From an optimization exercise on the open Yosys and OpenROAD flow, aimed at small area, a short achievable clock period and few clock cycles; shortcuts taken in it are not production practice. In this exercise RTL edits were held to simulation tests only and were not proved equivalent to the original. Power is estimated from default activity; no workload was simulated.

`design/flow/run.sh`:
```
#!/bin/bash
# synth_recipe.tcl (not shown) runs the flow's synth.tcl, then flattens the netlist and writes it again
# the make line also repeats each setting of config.mk as NAME=value (left out here)
make -C /OpenROAD-flow-scripts/flow DESIGN_CONFIG=/design/flow/config.mk WORK_HOME=/design/flow/orfs CLKGATE_MAP_FILE= SYNTH_SCRIPT=/design/flow/synth_recipe.tcl finish
```
`design/flow/config.mk`:
```
export PLATFORM = sky130hd
export DESIGN_NAME = rdma_ip_decap_integrated
export DESIGN_NICKNAME = rdma_ip_decap_integrated
export VERILOG_FILES = /design/flow/design.v
export SDC_FILE = /design/flow/constraint.sdc
export NUM_CORES = 4
export LEC_CHECK = 0
export CAP_MARGIN = 20
export CORE_MARGIN = 2
export CORE_UTILIZATION = 40
export SLEW_MARGIN = 20
```
`design/flow/constraint.sdc`:
```
create_clock -name core_clock -period 9.0 [get_ports {iClk}]
set_input_delay 1.8000 -clock core_clock [delete_from_list [all_inputs] [get_ports {iClk}]]
set_output_delay 1.8000 -clock core_clock [all_outputs]
set_load 0.01 [all_outputs]
```
`design/flow/design.v`:
```
`timescale 1ns/1ps
module rdma_ip_decap_integrated #(
    parameter [47:0] LOCAL_MAC  = 48'h000A35010203,
    parameter [15:0] LOCAL_PORT = 16'd5005
)(
    input  wire        iClk,
    input  wire        iRst,
    input  wire [31:0] i_eth_axis_tdata,
    input  wire [3:0]  i_eth_axis_tkeep,
    input  wire        i_eth_axis_tvalid,
    output wire        o_eth_axis_tready,
    input  wire        i_eth_axis_tlast,
    input  wire        i_eth_axis_tuser,
    output wire [31:0] o_payload_axis_tdata,
    output wire [3:0]  o_payload_axis_tkeep,
    output wire        o_payload_axis_tvalid,
    input  wire        i_payload_axis_tready,
    output wire        o_payload_axis_tlast,
    output wire        o_payload_axis_tuser,
    output wire [31:0] o_hdr_src_ip,
    output wire [31:0] o_hdr_dst_ip,
    output wire [15:0] o_hdr_src_port,
    output wire [15:0] o_hdr_dst_port,
    output wire [15:0] o_hdr_payload_len,
    output wire        o_hdr_valid,
    output wire        o_busy,
    output wire        o_error,
    output wire [3:0]  o_error_code,
    output wire        o_stat_pkt_received,
    output wire        o_stat_pkt_dropped,
    output wire [2:0]  o_debug_state
);
wire [31:0] d    = i_eth_axis_tdata;
wire [3:0]  k    = i_eth_axis_tkeep;
wire        tl   = i_eth_axis_tlast;
wire        tu   = i_eth_axis_tuser;
reg  [3:0] bc;       
reg        drop;     
reg        pay;      
reg        v1;       
reg        pend;     
reg        pk3;      
reg        pu;       
wire hdr_mode = !drop && !pay;
wire b10      = hdr_mode && (bc == 4'd10);
reg [31:0] o_data; reg [3:0] o_keep; reg o_last, o_user, o_valid;
reg [31:0] q_data; reg [3:0] q_keep; reg q_last, q_user, q_valid;
wire tready = (hdr_mode && bc != 4'd10) || drop || (!pend && !q_valid);
wire hs     = i_eth_axis_tvalid && tready;
reg        ml, mb;           
reg        mac_bad, et_bad, ver_bad, ihl_bad, len_bad, pr_bad, port_bad;
reg [15:0] ca, cb;           
reg [31:0] src_ip, dst_ip;
reg [15:0] src_port, plen;
reg [15:0] s_reg;            
reg        hv_r, er_r, rc_r, dr_r;
reg [3:0]  code_r;
wire [15:0] cx = (bc == 4'd3) ? 16'd0 : d[15:0];
wire [15:0] ya = (bc == 4'd3) ? 16'd0 : ca;
wire [15:0] yb = (bc == 4'd3) ? 16'd0 : cb;
wire [15:0] cw2 = (bc == 4'd8) ? 16'd0 : d[31:16];
wire [15:0] s1 = ya ^ yb ^ cx;
wire [15:0] c1 = (ya & yb) | (ya & cx) | (yb & cx);
wire [15:0] c1r = {c1[14:0], c1[15]};
wire [15:0] s2 = s1 ^ c1r ^ cw2;
wire [15:0] c2 = (s1 & c1r) | (s1 & cw2) | (c1r & cw2);
wire [15:0] c2r = {c2[14:0], c2[15]};
wire ck_ok = (ca == ~cb) || ((ca == 16'h0000) && (cb == 16'h0000)) ||
             ((ca == 16'hFFFF) && (cb == 16'hFFFF));
wire good  = !mac_bad && !et_bad && !ver_bad && !ihl_bad && ck_ok &&
             !pr_bad && !port_bad && !len_bad;
wire [3:0] code = mac_bad  ? 4'd1 : et_bad ? 4'd2 : ver_bad ? 4'd3 :
                  ihl_bad  ? 4'd4 : !ck_ok ? 4'd5 : pr_bad  ? 4'd6 :
                  port_bad ? 4'd7 : 4'd8;
wire drop_eff = drop || (v1 && !good);
wire [15:0] w_lo = {d[7:0],   d[15:8]};     
wire [15:0] w_hi = {d[23:16], d[31:24]};    
always @(posedge iClk) begin
    if (hdr_mode) begin
        case (bc)
            4'd0: begin
                ml <= (d == {LOCAL_MAC[23:16], LOCAL_MAC[31:24], LOCAL_MAC[39:32], LOCAL_MAC[47:40]});
                mb <= (d == 32'hFFFFFFFF);
            end
            4'd1: mac_bad <= !((ml && w_lo == LOCAL_MAC[15:0]) || (mb && w_lo == 16'hFFFF));
            4'd3: begin
                et_bad  <= (w_lo != 16'h0800);
                ver_bad <= (d[23:20] != 4'd4);
                ihl_bad <= (d[19:16] != 4'd5);
            end
            4'd4: len_bad  <= (w_lo < 16'd28);
            4'd5: pr_bad   <= (d[31:24] != 8'h11);
            4'd6: src_ip[31:16] <= w_hi;
            4'd7: begin
                src_ip[15:0]   <= w_lo;
                dst_ip[31:16]  <= w_hi;
            end
            4'd8: begin
                dst_ip[15:0] <= w_lo;
                src_port     <= w_hi;
            end
            4'd9: begin
                port_bad <= (w_lo != LOCAL_PORT);
            end
            default: ;
        endcase
    end
    if (hdr_mode && bc == 4'd9)
        plen <= w_hi;
    else if (v1)
        plen <= plen - 16'd8;
    if (hs && hdr_mode && bc >= 4'd3 && bc <= 4'd8) begin
        ca <= s2;
        cb <= c2r;
    end
    if (hs && (pay || (b10 && !drop_eff)))
        s_reg <= d[31:16];
end
wire push_in = hs && pay;
wire push_fl = pend && !q_valid;
wire push    = push_in || push_fl;
wire pop     = o_valid && i_payload_axis_tready;
wire [31:0] w_data = push_in ? {d[15:0], s_reg} : {16'd0, s_reg};
wire        w_last = push_in ? (tl && !k[2]) : 1'b1;
wire [3:0]  w_keep = push_in ? (w_last ? {k[1:0], 2'b11} : 4'hF) : {2'b00, pk3, 1'b1};
wire        w_user = push_in ? tu : pu;
always @(posedge iClk) begin
    if (!iRst) begin
        bc <= 4'd0; drop <= 1'b0; pay <= 1'b0; v1 <= 1'b0;
        pend <= 1'b0; o_valid <= 1'b0; q_valid <= 1'b0;
        hv_r <= 1'b0; er_r <= 1'b0; rc_r <= 1'b0; dr_r <= 1'b0;
    end else begin
        hv_r <= 1'b0; er_r <= 1'b0; rc_r <= 1'b0; dr_r <= 1'b0;
        v1 <= 1'b0;
        if (v1) begin
            if (good) begin
                hv_r <= 1'b1;
            end else begin
                er_r <= 1'b1;
                dr_r <= 1'b1;
                drop <= 1'b1;
                bc   <= 4'd0;
            end
        end
        if (push_fl) pend <= 1'b0;
        if (hs) begin
            if (drop_eff) begin
                if (tl) begin drop <= 1'b0; bc <= 4'd0; end
            end else if (pay) begin
                if (tl) begin
                    pay  <= 1'b0;
                    rc_r <= 1'b1;
                    if (k[2]) begin pend <= 1'b1; pk3 <= k[3]; pu <= tu; end
                end
            end else if (bc == 4'd10) begin
                bc <= 4'd0;
                if (tl) begin
                    rc_r <= 1'b1;
                    if (k[2]) begin pend <= 1'b1; pk3 <= k[3]; pu <= tu; end
                end else begin
                    pay <= 1'b1;
                end
            end else if (tl || tu) begin
                dr_r <= 1'b1;
                bc   <= 4'd0;
                if (!tl) drop <= 1'b1;
            end else begin
                bc <= bc + 4'd1;
                if (bc == 4'd9) v1 <= 1'b1;
            end
        end
        if (q_valid) begin
            if (pop) begin
                o_valid <= 1'b1;
                q_valid <= 1'b0;
            end
        end else if (push) begin
            if (!o_valid || pop) o_valid <= 1'b1;
            else                 q_valid <= 1'b1;
        end else if (pop) begin
            o_valid <= 1'b0;
        end
    end
end
always @(posedge iClk) begin
    if (v1) code_r <= code;
    if (q_valid) begin
        if (pop) begin
            o_data <= q_data; o_keep <= q_keep; o_last <= q_last; o_user <= q_user;
        end
    end else if (push) begin
        if (!o_valid || pop) begin
            o_data <= w_data; o_keep <= w_keep; o_last <= w_last; o_user <= w_user;
        end else begin
            q_data <= w_data; q_keep <= w_keep; q_last <= w_last; q_user <= w_user;
        end
    end
end
assign o_eth_axis_tready     = tready;
assign o_payload_axis_tdata  = o_data;
assign o_payload_axis_tkeep  = o_keep;
assign o_payload_axis_tvalid = o_valid;
assign o_payload_axis_tlast  = o_last;
assign o_payload_axis_tuser  = o_user;
assign o_hdr_src_ip      = src_ip;
assign o_hdr_dst_ip      = dst_ip;
assign o_hdr_src_port    = src_port;
assign o_hdr_dst_port    = LOCAL_PORT;    
assign o_hdr_payload_len = plen;
assign o_hdr_valid       = hv_r;
assign o_busy       = drop || pay || (bc != 4'd0);
assign o_error      = er_r;
assign o_error_code = code_r;
assign o_stat_pkt_received = rc_r;
assign o_stat_pkt_dropped  = dr_r;
assign o_debug_state       = 3'b000;
endmodule
```
==> results.txt <==
-- synthesized netlist by cell type (2+ instances only) --
master / instances / area (sq um)
a21o_1: 3 / 22.5
nand2b_1: 3 / 18.8
xnor2_1: 7 / 61.3
or2_2: 2 / 12.5
and3_1: 21 / 131
nor2_1: 16 / 60.1
a22o_1: 2 / 17.5
ha_1: 5 / 62.6
or3_1: 8 / 50.1
buf_4: 20 / 150
clkbuf_1: 18 / 67.6
fa_1: 32 / 641
nand4_1: 16 / 100
or4_1: 2 / 15.0
o21bai_1: 2 / 15.0
o21ai_0: 22 / 110
nor4b_1: 4 / 35.0
buf_2: 2 / 10.0
o21a_1: 4 / 30.0
a31oi_1: 2 / 12.5
nor3b_1: 4 / 30.0
mux2_2: 36 / 405
conb_1: 2 / 7.51
nor3_1: 19 / 95.1
a21oi_1: 12 / 60.1
nand3_1: 12 / 60.1
nand2_1: 39 / 146
nor2b_1: 2 / 12.5
a22oi_1: 3 / 22.5
mux2_4: 2 / 30.0
o31a_1: 4 / 35.0
inv_1: 15 / 56.3
nor4_1: 20 / 125
and2_1: 69 / 432
xor2_1: 8 / 70.1
dfxtp_1: 14 / 280
o22ai_1: 5 / 31.3
edfxtp_1: 233 / 7000
-- layer usage --
| layer | global-route usage (%) | up-vias | part of all wire, % |
|---|---|---|---|
| met5 | 0 | - | 0 |
| met4 | 4.80 | 0 | 1.9 |
| met3 | 2.69 | 38 | 6.0 |
| met2 | 30.9 | 249 | 49 |
| met1 | 26.3 | 3304 | 43 |
| li1 | - | 2975 | - |
-- power by group --
group          switching [mW]  total [mW]  internal (mW)
Sequential            0.00171        1.25           1.25
Combinational          0.0541      0.0868         0.0327
Clock                   0.428        1.04          0.616
Total                   0.484        2.38           1.90
-- placed cells by master, fill, tap and decap left out, types with 7 or more instances in the layout --
| master | netlist | layout |
|---|---|---|
| edfxtp_1 | 233 | 233 |
| clkdlybuf4s50_1 | 0 | 185 |
| and2_1 | 69 | 68 |
| nand2_1 | 39 | 38 |
| mux2_2 | 36 | 36 |
| fa_1 | 32 | 32 |
| clkbuf_16 | 0 | 26 |
| o21ai_0 | 22 | 22 |
| and3_1 | 21 | 21 |
| nor4_1 | 20 | 20 |
| conb_1 | 2 | 20 |
| nor3_1 | 19 | 17 |
| nor2_1 | 16 | 16 |
| nand4_1 | 16 | 16 |
| inv_1 | 15 | 15 |
| dfxtp_1 | 14 | 14 |
| nand3_1 | 12 | 12 |
| a21oi_1 | 12 | 11 |
| or3_1 | 8 | 8 |
| xor2_1 | 8 | 8 |
| xnor2_1 | 7 | 7 |
| clkinv_1 | 0 | 7 |
| buf_4 | 20 | 7 |
-- logic make-up after synthesis --
logic type	Yosys count	share of synthesized area, %
DFF	247	68.4
and+or+nand+nor	241	12.9
AOI/OAI and AO/OA	65	3.80
buffers and inverters	58	2.86
muxes	39	4.19
adders and majority gates	37	6.61
xor gates and xnor gates	15	1.23
other	2	0.0706
-- worst max-delay path by stage --
stage / slack (ns) / cells past startpoint / from / endpoint
after CTS: 4.64 / 6 / i_eth_axis_tvalid / q_data[3]$_DFFE_PP_
after floorplan: 3.43 / 5 / i_eth_axis_tvalid / q_data[0]$_DFFE_PP_
final: 4.66 / 6 / i_eth_axis_tvalid / q_data[5]$_DFFE_PP_
after global routing: 4.36 / 6 / i_eth_axis_tvalid / q_data[5]$_DFFE_PP_
after detailed placement: 4.11 / 6 / i_eth_axis_tvalid / q_data[2]$_DFFE_PP_
after global placement: 4.20 / 6 / i_eth_axis_tvalid / q_data[2]$_DFFE_PP_
-- worst reg2reg max path: cells and delay by family, from the launching register on --
family                   cells  cell delay (ns)
AO/OA/AOI/OAI                3             1.03
AND/OR/NAND/NOR              2             1.02
buffers and inverters        2             0.52
flip-flops                   1             0.39
adder cells (fa/ha/maj)      1             0.28
-- cell type report --
class,instances,area share [%]
Clock buffer,31,4.91
Timing Repair Buffer,192,14.0
Inverter,15,0.413
Tap cell,335,3.07
Sequential cell,247,53.3
Clock inverter,15,1.20
Multi-Input combinational cell,417,23.1
==> results by group <==
Outcome
  • Outcome: no timing/DRC/antenna violations

Layout
  • Layout cells sized above 1: about a tenth
  • Filler Cell Count: 2171
  • Core Util, Final: a little over half
  • Design area: 0.0136 sq mm
  • Area delta synth->final: 28.2%
  • Multi-input gate area: 0.00316 sq mm
  • Final nets: roughly 1000
  • Post-Layout Cell Count: ~1300
  • Storage cell area: 0.00728 sq mm
  • N_diodes: 0

Pwr
  • Leakage: 4.72 nW
  • VDD IR max: 134 uV
  • PD cells: about 170 mW/mm^2
  • Total power: about 2.4 mW

Critical path
  • WP data required: roughly 9.2 ns
  • Worst-case reg-to-reg path depth: 8
  • Worst reg2reg endpoint: q_data[5]$_DFFE_PP_
  • Worst setup SP type: input pin
  • Slowest CP cell: nor3b_2
  • Register-to-register path setup slack: 5.42 ns
  • Reg2reg start: bc[0]$_SDFF_PN0_
  • Arrival @ worst endpoint: approximately 4.5 ns
  • Buf/Inv on CP: 2
  • CP max stage delay: 0.64 ns
  • Setup Crit Path Kind: input pin to flip-flop
  • Crit-path leading delay family: simple AND/OR/NAND/NOR gates
  • Crit-path cells: clkdlybuf4s50_1 > o31a_1 > and2_1 > o21ai_0 > nor3b_2 > buf_4
  • CP max FO: 21
  • Worst Setup End Kind: flip-flop

Floorplanning
  • Die X: 167 um
  • Row cnt: 59
  • Die Height: 167 um
  • Initial cell density of the core: 40.8%
  • Core area: 0.0261 sq mm
  • Ports: 206
  • Die area: 0.0279 sq mm

Logic synthesis
  • Synth Instances: 704
  • Dominant synthesized flop cell: edfxtp_1
  • Asr flop ratio synth: 0%
  • EDFF count, synth: around 230
  • Seq cells post-synth: 247
  • Synthesis Warnings: 1
  • Post-synthesis cell area: 0.0106 sq mm
  • Syn avg cell area: 15.1 sq um
  • Yosys cell types: 52
  • Sequential area share after synthesis: approximately 70%

Hold path
  • Hold Path Class: flip-flop to flip-flop
  • Hold Path Depth: 0
  • Hold EP: q_data[4]$_DFFE_PP_
  • Hold Startpoint: s_reg[4]$_DFFE_PP_

Global route
  • First-pass GRT wire length: 40100 um
  • Grt total ovfl: 0
  • Initial antenna violation count: 1
  • Largest net degree at the start of global routing: 50
  • Vias in the first global route: 6425
  • GRT Util Overall: 18.7%

Placed design
  • Setup WS pre-CTS: just over 4 ns
  • DP Area: roughly 0.013 sq mm
  • DP Cell Count: ~1200
  • Port Buffers: 185
  • Post-DP HPWL: 18300 um
  • Gpl congestion: 0.865

STA
  • Slew margin rel.: 36.6%
  • Fin Setup TNS: 0 ns
  • Hold WS: 0.448 ns
  • Max Clock Freq: 230 MHz
  • Setup-failing EPs final: 0
  • Worst-Margin Slew: 0.952 ns
  • Slew Limit Fails: 0
  • Final worst path period share: around 48%
  • RSZ-0062 raised after global routing: no
  • Setup Skew: 0.0213 ns
  • Worst setup margin: 4.66 ns
  • Min Tclk post-route: approximately 4.3 ns
  • Final Hold Fails: 0

Clocking
  • Resized Gates After CTS: 0
  • Total setup buffers inserted after CTS: 0
  • Clock Sinks: between 200 and 250
  • Cts hold-fix bufs: 0
  • Max H-tree Level: 1
  • Worst skew pair latency: 0.53 ns
  • Max clock buf depth: 3
  • Root Driver: clkbuf_16
  • Clock-pin transition on the worst setup and hold timing paths: 0.06 ns
  • TritonCTS Buffers: 26
  • CTS tree: done

Drt
  • Routed Antenna Nets: 0
  • Via-to-Cell Ratio: 5.24
  • Starting DRT DRC Count: 442
  • DRT Pass-1 Iters: 5
  • Routed WL per cell: between 20 and 25 um
  • DR DRC count: 0
  • Via count: 6566
  • Routed wire length: 26400 um

Flow run
  • Maximum capacitance violations: 0
Testbench counts, summed over its fixed seeds: cycles 43,647.

==> static timing again, ports no longer ideal <==
The results above use ideal ports. As a check the final layout listed here was re-extracted and re-timed, cells and wires unchanged.
Step 1, drivers: a clkbuf_16 drives iClk and a buf_2 each remaining input, both assumed.
Step 2 also shifts input and output timing later by t, the mid clock arrival at the registers, as if the neighbouring blocks saw the same clock.
Three values: ideal, step 1, step 2; two values: the first two.
t (ns): 0.570
setup WS [ns]: 4.660 / 4.661 / 4.105
hold slack, ns: 0.448 / 0.448 / 0.448
After both steps setup and hold are still met in this run. For this run, drivers alone change the setup slack by +0.001 ns; drivers and shift together by -0.555 ns.
